This design comes from an exercise in tuning for small area, a short achievable clock period and few clock cycles per item on the open sky130 flow, not from production work.
In this exercise RTL edits were held to simulation tests only and were not proved equivalent to the original.
Power figures rest on the tool's default switching activity, not on a simulated workload.

job 1009:
Design viterbi_decoder, start of the top module:
module viterbi_decoder(clk, rst, en, data, data_out, done_flag);
    input clk, rst, en;
    input [15:0] data;
    output [7:0] data_out;
    output reg done_flag;
    wire [22:0] cut;
    reg  [22:0] cut_q;
    vfront head (.data(data), .cut(cut));
    vback  tail (.cut(cut_q), .dout(data_out));
    always @(posedge clk or posedge rst)
        if (rst) done_flag <= 1'b0;
        else     done_flag <= en;
    always @(posedge clk)
        cut_q <= cut;
endmodule
export LEC_CHECK = 0
export ABC_AREA = 1
export CAP_MARGIN = 20
export CORE_MARGIN = 2
export CORE_UTILIZATION = 65
export SLEW_MARGIN = 20
create_clock -name core_clock -period 5.0 [get_ports {clk}]
standard.sh (not shown) runs the stock make flow with config.mk's settings and CLKGATE_MAP_FILE= SYNTH_SCRIPT=/design/flow/synth_recipe.tcl, a recipe that flattens the netlist after the stock synthesis.
==> flow/flow/run.sh <==
#!/bin/bash
# The standard layout (the standard.sh, unchanged synthesis), except that the
# port buffers inserted before global placement are sky130_fd_sc_hd__buf_2
# instead of the resizer's default pick (a clkdlybuf4s50 delay cell).
set -euo pipefail
export BUFFER_PORTS_ARGS="-buffer_cell sky130_fd_sc_hd__buf_2"
bash standard.sh finish > standard.log 2>&1
Testbench counts of job 1009, summed over its fixed seeds: cycles 1,280, blocks 1,280.
Here is what was changed in the inputs of job 797 compared with job 1009.
Settings: SETUP_SLACK_MARGIN newly set to 0.35; CORE_UTILIZATION changed from 65 to 40.
==> flow/flow/run.sh <==
#!/bin/bash
# The standard layout (the standard.sh, on the standard synthesis script) with two
# changes:
#  - ADDER_MAP_FILE is empty, so Yosys does not extract half/full adders into
#    sky130 ha/fa cells before ABC; ABC maps that logic with the rest.
#  - the port buffers inserted before global placement are sky130_fd_sc_hd__buf_2
#    instead of the resizer's default pick (a clkdlybuf4s50 delay cell).
# Registers and their names are those of the standard synthesis.
set -euo pipefail
export BUFFER_PORTS_ARGS="-buffer_cell sky130_fd_sc_hd__buf_2"
bash standard.sh ADDER_MAP_FILE= finish > standard.log 2>&1
Results
Of job 1009 and job 797, job 797 shows the higher die area, with job 1009 below it. First-pass GRT wire length is higher on job 797. Termination of the worst setup path: data_out[6] -> job 797, data_out[5] -> job 1009. From job 1009 to job 797 the numbers moved as follows: reported clock group power picked up an extra about 3%; part of the total power dissipated in combinational logic lost 4.1 points.
Here is what was changed in the inputs of job 9039 compared with job 797.
Settings: SETUP_SLACK_MARGIN no longer set, was 0.35.
==> flow/flow/run.sh <==
#!/bin/bash
# The standard layout (the standard.sh, unchanged synthesis), except that the
# port buffers inserted before global placement are sky130_fd_sc_hd__buf_2
# instead of the resizer's default pick (a clkdlybuf4s50 delay cell).
set -euo pipefail
export BUFFER_PORTS_ARGS="-buffer_cell sky130_fd_sc_hd__buf_2"
bash standard.sh finish > standard.log 2>&1
Results
- Compared with job 797, via count in job 9039 decreased by a few percent.
- The lower synthesized instance count came out of job 9039.
- Summary of job 9039 over job 797: leakage power figure increased by about 10% relative to the old numbers; worst hold slack across all endpoints decreased 0.0042 ns; part of the power in the clock network down 1.8 points; sequential power now sits higher.
- Going from job 797 to job 9039, number of buffers inserted by hold repair at cts flat; cell count up 1.4%.
> inputs changed (job 9039 -> job 7325)
==> flow/flow/run.sh <==
#!/bin/bash
# The standard layout (the standard.sh, on the standard synthesis script) with two
# changes:
#  - ADDER_MAP_FILE is empty, so Yosys does not extract half/full adders into
#    sky130 ha/fa cells before ABC; ABC maps that logic with the rest.
#  - the port buffers inserted before global placement are sky130_fd_sc_hd__buf_2
#    instead of the resizer's default pick (a clkdlybuf4s50 delay cell).
# Registers and their names are those of the standard synthesis.
set -euo pipefail
export BUFFER_PORTS_ARGS="-buffer_cell sky130_fd_sc_hd__buf_2"
bash standard.sh ADDER_MAP_FILE= finish > standard.log 2>&1
Findings:
Changes observed in job 7325 relative to job 9039: sequential share of layout area rose by 0.99 points; leakage power figure now sits lower; fraction of area in clock buffers and inverters did not really move; wire length of the first global-routing pass went up by 1300 um; power share of the combinational group went down by 3.6 points.
The final reports for job 7325 and job 9039 show global routing usage summed across all routing layers higher in the former.
Cells: job 7325 has fewer instances than job 9039
In job 7325 the total number of vias turned out 198 higher than in job 9039.
Post-layout minimum cycle time delta (job 7325 − job 9039): unfavourable
The final reports for job 7325 and job 9039 show peak supply drop lower in the former.
Job 7325 finished all stages; the layout is clean.

---

viterbi_decoder, a different RTL version from the one above (not shown whole).
For scale: about 24 flip-flops, ~28 I/O pins, about 3100 µm² of cells after synthesis.
==> flow/config.mk <==
export PLATFORM = sky130hd
export DESIGN_NAME = viterbi_decoder
export DESIGN_NICKNAME = viterbi_decoder
export VERILOG_FILES = /design/flow/design.v
export SDC_FILE = /design/flow/constraint.sdc
export NUM_CORES = 4
export LEC_CHECK = 0
export ABC_AREA = 1
export CAP_MARGIN = 20
export CORE_MARGIN = 2
export CORE_UTILIZATION = 40
export SETUP_SLACK_MARGIN = 0.35
export SLEW_MARGIN = 20
==> flow/constraint.sdc <==
create_clock -name core_clock -period 5.0 [get_ports {clk}]
set_input_delay 1.0000 -clock core_clock [delete_from_list [all_inputs] [get_ports {clk}]]
set_output_delay 1.0000 -clock core_clock [all_outputs]
set_load 0.01 [all_outputs]
==> flow/flow/run.sh <==
#!/bin/bash
# The standard layout (the standard.sh, on the standard synthesis script) with two
# changes:
#  - ADDER_MAP_FILE is empty, so Yosys does not extract half/full adders into
#    sky130 ha/fa cells before ABC; ABC maps that logic with the rest.
#  - the port buffers inserted before global placement are sky130_fd_sc_hd__buf_2
#    instead of the resizer's default pick (a clkdlybuf4s50 delay cell).
# Registers and their names are those of the standard synthesis.
set -euo pipefail
export BUFFER_PORTS_ARGS="-buffer_cell sky130_fd_sc_hd__buf_2"
bash standard.sh ADDER_MAP_FILE= finish > standard.log 2>&1
Testbench counts at the start, summed over its fixed seeds: cycles 1,280, blocks 1,280.
Edit:
- SETUP_SLACK_MARGIN: 0.35 -> 0.25
What happened: The new run completed with no timing, DRC or antenna violations. Clock-buffer cell count is unchanged. Power came out lower by 1.6%. Combinational power is about the same. Design area fell by 1.2%. Setup slack loses 0.089 ns. Area after synthesis does not change. First-iteration DRC count rises by 6.6%.

-- static timing again, ports no longer ideal --
In the flow no input, the clock included, has a driving cell. The finished layouts below were timed again as built, in two steps. Step 1 (the two cells are an assumption about what drives the block):
set clk [get_ports {clk}]
set_driving_cell -lib_cell sky130_fd_sc_hd__clkbuf_16 $clk
set_driving_cell -lib_cell sky130_fd_sc_hd__buf_2 [delete_from_list [all_inputs] $clk]
Step 2 times the ports against the registers' clock, not the clock port: input delays grow and output delays shrink by t, the midpoint of the rising clock arrivals with the driver on. Slacks: no drivers / after step 1 / after step 2; pairs: no drivers / after step 1.
run | t (ns) | setup WS [ns] | hold WS [ns] | worst setup path at the end | worst slew at a driven data input, ns
job 1009 | 0.285 | 0.483 / 0.459 / 0.744 | 0.545 / 0.540 / 0.825 | register to output | 0.03
job 797 | 0.290 | 0.631 / 0.604 / 0.894 | 0.544 / 0.538 / 0.829 | register to output | 0.03
job 9039 | 0.293 | 0.524 / 0.495 / 0.789 | 0.540 / 0.533 / 0.826 | register to output | 0.03
job 7325 | 0.290 | 0.363 / 0.336 / 0.626 | 0.544 / 0.538 / 0.829 | register to output | 0.03
the first run of note 2 | 0.293 | 0.739 / 0.709 / 1.002 | 0.545 / 0.534 / 0.828 | register to output | 0.03
the second run of note 2 | 0.293 | 0.650 / 0.620 / 0.913 | 0.544 / 0.535 / 0.828 | register to output | 0.03
After both steps every run listed still meets setup and hold.
